This design comes from an exercise in tuning for small area on the open sky130 flow, not from production work.
Function was checked by simulation only, so behaviour that the tests miss may differ from the original.
Power and IR drop assume default switching activity.

## design/flow/run.sh

```bash
#!/bin/bash
# synth_recipe.tcl (not shown) runs the flow's synth.tcl, then flattens the netlist and writes it again
# the make line also repeats each setting of config.mk as NAME=value (left out here)
make -C /OpenROAD-flow-scripts/flow DESIGN_CONFIG=/design/flow/config.mk WORK_HOME=/design/flow/orfs CLKGATE_MAP_FILE= SYNTH_SCRIPT=/design/flow/synth_recipe.tcl finish
```

## design/flow/config.mk

```make
export PLATFORM = sky130hd
export DESIGN_NAME = enduro_video
export DESIGN_NICKNAME = enduro_video
export VERILOG_FILES = /design/flow/design.v
export SDC_FILE = /design/flow/constraint.sdc
export NUM_CORES = 4
export LEC_CHECK = 0
export CAP_MARGIN = 20
export CORE_MARGIN = 2
export CORE_UTILIZATION = 40
export SLEW_MARGIN = 20
```

## design/flow/constraint.sdc

```tcl
create_clock -name core_clock -period 15.0 [get_ports {iVGA_CLK}]
set_input_delay 3.0000 -clock core_clock [delete_from_list [all_inputs] [get_ports {iVGA_CLK}]]
set_output_delay 3.0000 -clock core_clock [all_outputs]
set_load 0.01 [all_outputs]
```

## design/flow/design.v

```verilog
module video_sync_generator(reset,
                            vga_clk,
                            blank_n,
                            HS,
                            VS);
input reset;
input vga_clk;
output reg blank_n;
output reg HS;
output reg VS;
parameter hori_line  = 800;                           
parameter hori_back  = 144;
parameter hori_front = 16;
parameter vert_line  = 525;
parameter vert_back  = 34;
parameter vert_front = 11;
parameter H_sync_cycle = 96;
parameter V_sync_cycle = 2;
reg [10:0] h_cnt;
reg [9:0]  v_cnt;
wire cHD,cVD,cDEN,hori_valid,vert_valid;
always@(posedge vga_clk,posedge reset)
begin
  if (reset)
  begin
     h_cnt<=11'd0;
     v_cnt<=10'd0;
  end
    else
    begin
      if (h_cnt==hori_line-1)
      begin 
         h_cnt<=11'd0;
         if (v_cnt==vert_line-1)
            v_cnt<=10'd0;
         else
            v_cnt<=v_cnt+1;
      end
      else
         h_cnt<=h_cnt+1;
    end
end
assign cHD = (h_cnt<H_sync_cycle)?1'b0:1'b1;
assign cVD = (v_cnt<V_sync_cycle)?1'b0:1'b1;
assign hori_valid = (h_cnt<(hori_line-hori_front)&& h_cnt>=hori_back)?1'b1:1'b0;
assign vert_valid = (v_cnt<(vert_line-vert_front)&& v_cnt>=vert_back)?1'b1:1'b0;
assign cDEN = hori_valid && vert_valid;
always@(posedge vga_clk)
begin
  HS<=cHD;
  VS<=cVD;
  blank_n<=cDEN;
end
endmodule
module mem_saida_seq(
    input [18:0] endereco,
    output [23:0] data_out);
wire [9:0] px = endereco % 19'd640;
wire [8:0] py = endereco / 19'd640;
wire faixa = ((py / 9'd10) % 2'd2) == 1'b1;  
reg [2:0] pixel;
always @(*) begin
    if (px < 10'd120 || px >= 10'd520)
        pixel = 3'b011;                        
    else if (px < 10'd128 || px >= 10'd512)
        pixel = faixa ? 3'b100 : 3'b111;       
    else if (px == 10'd223 || px == 10'd319 || px == 10'd414)
        pixel = 3'b111;                        
    else
        pixel = 3'b000;                        
end
assign data_out[23:16] = {8{pixel[2]}};  
assign data_out[15:8]  = {8{pixel[1]}};  
assign data_out[7:0]   = {8{pixel[0]}};  
endmodule
module draw_dynamic_cars(
input clk,
    input [18:0] addr,         
    input [23:0] bgr_data_in,
    input [5:0] CAR_WIDTH,
    input [5:0] CAR_HEIGHT,
    input [10:0] SCREEN_WIDTH,
    input [9:0] SCREEN_HEIGHT,
    input [9:0] car_user_x,
    input [8:0] CAR_USER_Y,            
    input [9:0] car2_x,               
    input [9:0] car2_y,               
    input [9:0] car3_x,               
    input [9:0] car3_y,
    input SHOW_CARS,
    output reg [23:0] bgr_data_out           
);
    wire [9:0] pixel_x = addr % SCREEN_WIDTH;
    wire [8:0] pixel_y = addr / SCREEN_WIDTH;
    always @(posedge clk) begin
		if (SHOW_CARS) begin
        	if (pixel_x >= car_user_x && pixel_x < car_user_x + CAR_WIDTH &&
            	    pixel_y >= CAR_USER_Y && pixel_y < CAR_USER_Y + CAR_HEIGHT) begin
			if (pixel_y <= (CAR_USER_Y + 1) && ((pixel_x <= (car_user_x + 4) &&
			    pixel_x >= (car_user_x + 3)) || (pixel_x <= (car_user_x + 19) && pixel_x >= (car_user_x + 18))))
				bgr_data_out = 24'hFFFFFF;
			else if ((pixel_y <= CAR_USER_Y + 10) && (pixel_y >= CAR_USER_Y + 7) && 
				(pixel_x <= car_user_x + 17) && (pixel_x >= car_user_x + 5))
				bgr_data_out = 24'hFFFFFF;
			else if ((pixel_y <= CAR_USER_Y + 29) && (pixel_y >= CAR_USER_Y + 27) && 
				(pixel_x <= car_user_x + 16) && (pixel_x >= car_user_x + 6))
				bgr_data_out = 24'hFFFFFF;
			else if (pixel_x == car_user_x + 2 || pixel_x == car_user_x + 3 ||
				 pixel_x == car_user_x + 19 || pixel_x == car_user_x + 20) begin
				if ((pixel_x == car_user_x + 2 || pixel_x == car_user_x + 20) && ((pixel_y <= CAR_USER_Y + 23)&&
				(pixel_y >= CAR_USER_Y + 13)))
				bgr_data_out = 24'hFFFFFF;
				else if ((pixel_x == car_user_x + 3 || pixel_x == car_user_x + 19) && ((pixel_y <= CAR_USER_Y + 24)&&
				(pixel_y >= CAR_USER_Y + 12)))
				bgr_data_out = 24'hFFFFFF;
				else bgr_data_out = 24'h007BFF;
			end
			else if (((pixel_y <= CAR_USER_Y + 6) && (pixel_y >= CAR_USER_Y + 3)) || 
				((pixel_y <= CAR_USER_Y + 32) && (pixel_y >= CAR_USER_Y + 29))) begin
				if (pixel_x == car_user_x || pixel_x == (car_user_x + CAR_WIDTH - 1)) 
					bgr_data_out = 24'h555555;
				else bgr_data_out = 24'h007BFF;
			end
			else if (((pixel_y == CAR_USER_Y) || (pixel_y == (CAR_USER_Y + CAR_HEIGHT - 1))) &&
    			   ((pixel_x == car_user_x) || (pixel_x == (car_user_x + CAR_WIDTH - 1)))) begin
    				bgr_data_out = 24'h000000;
			end
			else bgr_data_out = 24'h007BFF;
        	end
		else if ((pixel_y == CAR_USER_Y + 8) && (pixel_x == (car_user_x - 1) || pixel_x == (car_user_x + CAR_WIDTH))) 
			bgr_data_out = 24'h007BFF;
        	else if (pixel_x >= car2_x && pixel_x < car2_x + CAR_WIDTH &&
                	pixel_y >= car2_y && pixel_y < car2_y + CAR_HEIGHT && car2_y > 0) begin
			begin
				if (pixel_y <= (car2_y + 1) && ((pixel_x <= (car2_x + 4) &&
			    	    pixel_x >= (car2_x + 3)) || (pixel_x <= (car2_x + 19) && pixel_x >= (car2_x + 18))))
					bgr_data_out = 24'hFFFFFF;
				else if ((pixel_y <= car2_y + 10) && (pixel_y >= car2_y + 7) && 
				        (pixel_x <= car2_x + 17) && (pixel_x >= car2_x + 5))
					bgr_data_out = 24'hFFFFFF;
				else if ((pixel_y <= car2_y + 29) && (pixel_y >= car2_y + 27) && 
				        (pixel_x <= car2_x + 16) && (pixel_x >= car2_x + 6))
					bgr_data_out = 24'hFFFFFF;
				else if (pixel_x == car2_x + 2 || pixel_x == car2_x + 3 ||
				 	pixel_x == car2_x + 19 || pixel_x == car2_x + 20) begin
					if ((pixel_x == car2_x + 2 || pixel_x == car2_x + 20) && ((pixel_y <= car2_y + 23)&&
				   	   (pixel_y >= car2_y + 13)))
						bgr_data_out = 24'hFFFFFF;
					else if ((pixel_x == car2_x + 3 || pixel_x == car2_x + 19) && ((pixel_y <= car2_y + 24)&&
				        	(pixel_y >= car2_y + 12)))
						bgr_data_out = 24'hFFFFFF;
					else bgr_data_out = 24'hFF4500;
				end
				else if (((pixel_y <= car2_y + 6) && (pixel_y >= car2_y + 3)) || 
					((pixel_y <= car2_y + 32) && (pixel_y >= car2_y + 29))) begin
					if (pixel_x == car2_x || pixel_x == (car2_x + CAR_WIDTH - 1)) 
						bgr_data_out = 24'h555555;
					else bgr_data_out = 24'hFF4500;
				end
				else if (((pixel_y == car2_y) || (pixel_y == (car2_y + CAR_HEIGHT - 1))) &&
    			   		((pixel_x == car2_x) || (pixel_x == (car2_x + CAR_WIDTH - 1)))) begin
    					bgr_data_out = 24'h000000;
				end
				else bgr_data_out = 24'hFF4500;
			end
        	end
		else if ((pixel_y == car2_y + 8) && (pixel_x == (car2_x - 1) || pixel_x == (car2_x + CAR_WIDTH))) 
			bgr_data_out = 24'hFF4500;
        	else if (pixel_x >= car3_x && pixel_x < car3_x + CAR_WIDTH &&
                	pixel_y >= car3_y && pixel_y < car3_y + CAR_HEIGHT) begin
			if (pixel_y <= (car3_y + 1) && ((pixel_x <= (car3_x + 4) &&
			   pixel_x >= (car3_x + 3)) || (pixel_x <= (car3_x + 19) && pixel_x >= (car3_x + 18))))
				bgr_data_out = 24'hFFFFFF;
			else if ((pixel_y <= car3_y + 10) && (pixel_y >= car3_y + 7) && 
				(pixel_x <= car3_x + 17) && (pixel_x >= car3_x + 5))
				bgr_data_out = 24'hFFFFFF;
			else if ((pixel_y <= car3_y + 29) && (pixel_y >= car3_y + 27) && 
				(pixel_x <= car3_x + 16) && (pixel_x >= car3_x + 6))
				bgr_data_out = 24'hFFFFFF;
			else if (pixel_x == car3_x + 2 || pixel_x == car3_x + 3 ||
				 pixel_x == car3_x + 19 || pixel_x == car3_x + 20) begin
				if ((pixel_x == car3_x + 2 || pixel_x == car3_x + 20) && ((pixel_y <= car3_y + 23)&&
				  (pixel_y >= car3_y + 13)))
					bgr_data_out = 24'hFFFFFF;
				else if ((pixel_x == car3_x + 3 || pixel_x == car3_x + 19) && ((pixel_y <= car3_y + 24)&&
				        (pixel_y >= car3_y + 12)))
					bgr_data_out = 24'hFFFFFF;
				else bgr_data_out = 24'hFF4500;
			end
			else if (((pixel_y <= car3_y + 6) && (pixel_y >= car3_y + 3)) || 
				((pixel_y <= car3_y + 32) && (pixel_y >= car3_y + 29))) begin
				if (pixel_x == car3_x || pixel_x == (car3_x + CAR_WIDTH - 1)) 
					bgr_data_out = 24'h555555;
				else bgr_data_out = 24'hFF4500;
			end
			else if (((pixel_y == car3_y) || (pixel_y == (car3_y + CAR_HEIGHT - 1))) &&
    			   	((pixel_x == car3_x) || (pixel_x == (car3_x + CAR_WIDTH - 1)))) begin
    				bgr_data_out = 24'h000000;
			end
			else bgr_data_out = 24'hFF4500;
        	end
		else if ((pixel_y == car3_y + 8) && (pixel_x == (car3_x - 1) || pixel_x == (car3_x + CAR_WIDTH))) 
			bgr_data_out = 24'hFF4500;
		else bgr_data_out = bgr_data_in;
		end
		else bgr_data_out = bgr_data_in;
    end
endmodule
module enduro_video(iRST_n,
                    iVGA_CLK,
                    show_cars,
                    car_user_x,
                    car2_x,
                    car2_y,
                    car3_x,
                    car3_y,
                    oBLANK_n,
                    oHS,
                    oVS,
                    b_data,
                    g_data,
                    r_data);
input iRST_n;
input iVGA_CLK;
input show_cars;
input [9:0] car_user_x;
input [9:0] car2_x;
input [9:0] car2_y;
input [9:0] car3_x;
input [9:0] car3_y;
output reg oBLANK_n;
output reg oHS;
output reg oVS;
output [7:0] b_data;
output [7:0] g_data;
output [7:0] r_data;
wire rst;
reg [18:0] ADDR;
wire [9:0] SCREEN_HEIGHT;
wire [10:0] SCREEN_WIDTH;
wire [5:0] CAR_WIDTH, CAR_HEIGHT;
wire [8:0] CAR_USER_Y;
wire [23:0] BGR_data_out;
assign SCREEN_HEIGHT = 10'd480;
assign SCREEN_WIDTH = 11'd640;
assign CAR_WIDTH = 6'd23;
assign CAR_HEIGHT = 6'd36;
assign CAR_USER_Y = SCREEN_HEIGHT - CAR_HEIGHT;
wire [23:0] bgr_data_raw;
wire cBLANK_n,cHS,cVS;
assign rst = ~iRST_n;
video_sync_generator LTM_ins (.vga_clk(iVGA_CLK),
                              .reset(rst),
                              .blank_n(cBLANK_n),
                              .HS(cHS),
                              .VS(cVS));
always@(posedge iVGA_CLK, negedge iRST_n)
begin
  if (!iRST_n)
     ADDR<=19'd0;
  else if (cHS==1'b0 && cVS==1'b0)
     ADDR<=19'd0;
  else if (cBLANK_n==1'b1)
     ADDR<=ADDR+1;
end
    draw_dynamic_cars draw_cars(
			.clk(iVGA_CLK),
        .addr(ADDR),
        .bgr_data_in(bgr_data_raw),
        .bgr_data_out(BGR_data_out),
			.SHOW_CARS(show_cars),
        .CAR_WIDTH(CAR_WIDTH),
        .CAR_HEIGHT(CAR_HEIGHT),
        .SCREEN_WIDTH(SCREEN_WIDTH),
        .SCREEN_HEIGHT(SCREEN_HEIGHT),
			.CAR_USER_Y(CAR_USER_Y),
        .car_user_x(car_user_x),
        .car2_x(car2_x),
        .car2_y(car2_y),
        .car3_x(car3_x),
        .car3_y(car3_y)
    );
mem_saida_seq memu0 (
    .endereco(ADDR),
	.data_out(bgr_data_raw)
);
assign b_data = BGR_data_out[7:0];
assign g_data = BGR_data_out[15:8];
assign r_data = BGR_data_out[23:16];
always@(posedge iVGA_CLK)
begin
  oHS<=cHS;
  oVS<=cVS;
  oBLANK_n<=cBLANK_n;
end
endmodule
```

==> results.sh <==
export IMPL_clockRootBuffer="clkbuf_16"
export IMPL_p_per_area_nw_per_um2=26.9
export IMPL_max_slew_margin_pct=31.2
export IMPL_first_pass_iters=6
export IMPL_holdCritStartpoint="LTM_ins.VS"
export IMPL_areaGrowthSynthToFinish_pct=6.24
export IMPL_syn_area_per_cell_um2=7.45
export IMPL_grt_usage_pct=25.6
export IMPL_cts_htree_levels=2
export IMPL_total_leakage_power_uw=0.0122
export IMPL_dp_hpwl_um=65600
export IMPL_cts_resized=0
export IMPL_final_nets=3983
export IMPL_die_w_um=257
export IMPL_r2r_cells=30
export IMPL_status="no timing/DRC/antenna violations"
export IMPL_portBuffers=79
export IMPL_drc=0
export IMPL_rsz0062_at_grt="false"
export IMPL_synth_seq_cells=53
export IMPL_std_cell_rows=92
export IMPL_ios=80
export IMPL_hp_class="reg -> reg"
export IMPL_r2r_end="draw_cars.bgr_data_out[10]"
export IMPL_drt_total_wl_um=86900
export IMPL_synth_distinct_cells=119
export IMPL_globalplace_congestion=0.947
export IMPL_yosys_warnings=4
export IMPL_arrival_ns=8.64
export IMPL_reg2reg_slack_ns=6.57
export IMPL_period_needed_ns=8.45
export IMPL_worst_skew_pair_late_latency_ns=0.31
export IMPL_grt_max_degree=48
export IMPL_maxCapViolCount=0
export IMPL_core_area_um2=63200
export IMPL_required_ns=15.19
export IMPL_clk_pin_slew_ns=0.08
export IMPL_final_area_um2=27200
export IMPL_fin_skew_ns=0.0134
export IMPL_worst_pin_slew_ns=1.03
export IMPL_cts_tree="built"
export IMPL_syn_inst=3431
export IMPL_synth_ff_type="dfrtp_1"
export IMPL_r2r_start="ADDR[17]"
export IMPL_vias_per_cell=5.96
export IMPL_synth_edff_count=0
export IMPL_ant_nets=0
export IMPL_cts_hold_buf=0
export IMPL_yosysSeqAreaShare_pct=4.93
export IMPL_crit_path_end_kind="flip-flop"
export IMPL_cts_buffers=5
export IMPL_worstHoldPathCells=0
export IMPL_drive_above_1_share_pct=4.21
export IMPL_antenna_found_initial=4
export IMPL_setup_tns_ns=0
export IMPL_setup_viol=0
export IMPL_grt_overflow=0
export IMPL_hold_end="oVS"
export IMPL_die_h_um=257
export IMPL_power_uw=730
export IMPL_cts_sinks=53
export IMPL_drt_iter0_drc=2035
export IMPL_final_util_pct=43.0
export IMPL_wl_per_cell_um=20.5
export IMPL_hold_viol=0
export IMPL_cts_buffer_depth=2
export IMPL_drv_slew=0
export IMPL_cp_start_kind="input port"
export IMPL_placed_area_um2=27000
export IMPL_post_cts_buffers=0
export IMPL_synth_nets=4018
export IMPL_peakVddDrop_v=0.0000373
export IMPL_max_freq_mhz=118
export IMPL_initial_core_util_pct=40.5
export IMPL_setup_worst_path_class="in -> reg"
export IMPL_period_share_pct=56.3
export IMPL_async_reset_ff_share_pct=75.5
export IMPL_vias=25312
export IMPL_grt_pass1_wl_um=138000
export IMPL_synth_area_um2=25600
export IMPL_die_area_um2=66000
export IMPL_path_max_fanout=14
export IMPL_grt_pass1_vias=23692
-- placed cells by master, fill, tap and decap left out, types with 13 or more instances in the layout --
cell type	instances
nand2b_1	52
dfrtp_1	36
nor4_1	31
xor2_1	69
o22ai_1	20
nand2_1	219
or4_1	15
o21a_1	120
ha_1	534
nand4_1	79
a21oi_1	212
or3_1	20
o211ai_1	37
a211oi_1	15
and3_1	24
nor2_1	303
a31oi_1	34
clkdlybuf4s50_1	78
nand3_1	125
a21o_1	112
xnor2_1	424
nor3_1	85
inv_1	136
nor2b_1	79
buf_4	45
or2_2	13
inv_2	15
dfxtp_1	13
o21ai_0	137
-- where the power goes --
part / switching, µW / internal, µW
combinational: 274 / 184
sequential: 1.50 / 143
clock: 63.7 / 64.2
total: 340 / 391
-- how the worst max path moves through the flow --
stage / end / depth (start not counted) / slack [ns] / startpoint
2_1_floorplan: draw_cars.bgr_data_out[22] / 23 / 7.93 / car2_x[2]
6_report: draw_cars.bgr_data_out[10] / 21 / 6.55 / car2_x[3]
5_1_grt: draw_cars.bgr_data_out[22] / 30 / 6.00 / ADDR[16]
3_5_place_dp: draw_cars.bgr_data_out[10] / 17 / 6.23 / car3_x[3]
4_1_cts: draw_cars.bgr_data_out[10] / 22 / 6.54 / car3_y[3]
3_3_place_gp: draw_cars.bgr_data_out[22] / 17 / 6.29 / car3_x[3]
-- registers in the layout, indices dropped and copies added (netlist names) --
register / cells
oBLANK_n: 1
LTM_ins.blank_n: 1
LTM_ins.v_cnt: 10
oHS: 1
draw_cars.bgr_data_out: 7
ADDR: 19
LTM_ins.VS: 1
oVS: 1
LTM_ins.HS: 1
LTM_ins.h_cnt: 11
-- through the flow --
step	cells	hold WS, ns	setup slack, ns
5_1_grt	4245	0.363	6.00
6_report	4245	0.354	6.55
3_5_place_dp	4235	0.341	6.23
2_1_floorplan	3431	0.329	7.93
4_1_cts	4243	0.356	6.54
3_3_place_gp	4235	0.336	6.29
-- cell type report --
type	count	area, µm²
Sequential cell	53	1270
Inverter	164	618
Tap cell	846	1060
Antenna cell	2	5.00
Timing Repair Buffer	123	1120
Clock buffer	5	125
Multi-Input combinational cell	3049	22900
Fill cell	6578	36000
Clock inverter	3	33.8
-- per-layer routing --
layer	track usage, %	vias to the layer above	share of wire [%]
met2	41.6	933	45
li1	-	12308	-
met5	0	-	0
met4	7.11	0	2.6
met3	2.15	147	6.4
met1	36.1	11924	46
-- Yosys cell counts, drive strengths merged (40+ instances only) --
master / n / share of area (%)
nand3: 126 / 2.5
dfrtp: 40 / 3.9
inv: 153 / 2.3
clkbuf: 96 / 1.4
xor2: 69 / 2.4
buf: 69 / 1.6
nor3: 88 / 1.8
xnor2: 424 / 15
nand2b: 53 / 1.3
a21o: 113 / 3.3
ha: 534 / 26
o21ai: 147 / 2.9
nand4: 80 / 2.0
nand2: 220 / 3.2
nor2: 308 / 4.6
a21oi: 220 / 4.4
nor2b: 79 / 1.9
o21a: 122 / 3.6
-- worst max-delay path, stage by stage --
cell and delay, ns:
clkdlybuf4s50_1 0.92, ha_1 0.54, a21oi_1 0.18, o21bai_1 0.49, nand3_1 0.17, xnor2_1 0.33, ha_1 0.30, nor2b_1 0.13
o21ai_0 0.16, nand4_1 0.10, a21oi_1 0.14, o21ai_0 0.12, a31oi_1 0.14, and4_1 0.29, and2_1 0.17, o311a_1 0.17
o311ai_0 0.14, o41ai_2 0.44, o2111ai_1 0.28, o21ai_0 0.29, o211ai_1 0.14
-- logic make-up (layout without fill, tap and decap cells) --
family,Yosys count,count (layout),share of synthesized area (%)
fa+ha+maj,535,535,26.2
mux,15,15,0.607
flops,53,53,4.93
buf+inv,329,295,5.40
other cells,0,2,0
simple gates,1124,1124,22.2
compound gates,877,877,23.4
xor+xnor,498,498,17.3

re-timing with driven ports:
Ports are ideal in the flow. The routed layout listed here was re-timed in OpenROAD.
Step 1 (the two cells are an assumption about what drives the block):
set clk [get_ports {iVGA_CLK}]
set_driving_cell -lib_cell sky130_fd_sc_hd__clkbuf_16 $clk
set_driving_cell -lib_cell sky130_fd_sc_hd__buf_2 [delete_from_list [all_inputs] $clk]
Step 2 also shifts input and output timing later by t, the mid clock arrival at the registers, as if the neighbouring blocks saw the same clock.
Slacks: ideal ports / drivers / drivers and shift; pairs: ideal ports / drivers.
shift t [ns]: 0.353
setup WS [ns]: 6.552 / 6.569 / 6.215
worst slew at a driven data input, ns: 0.09
After both steps setup and hold are still met in this run. The setup slack of this run moves by +0.017 ns with the drivers and by -0.337 ns with both steps.
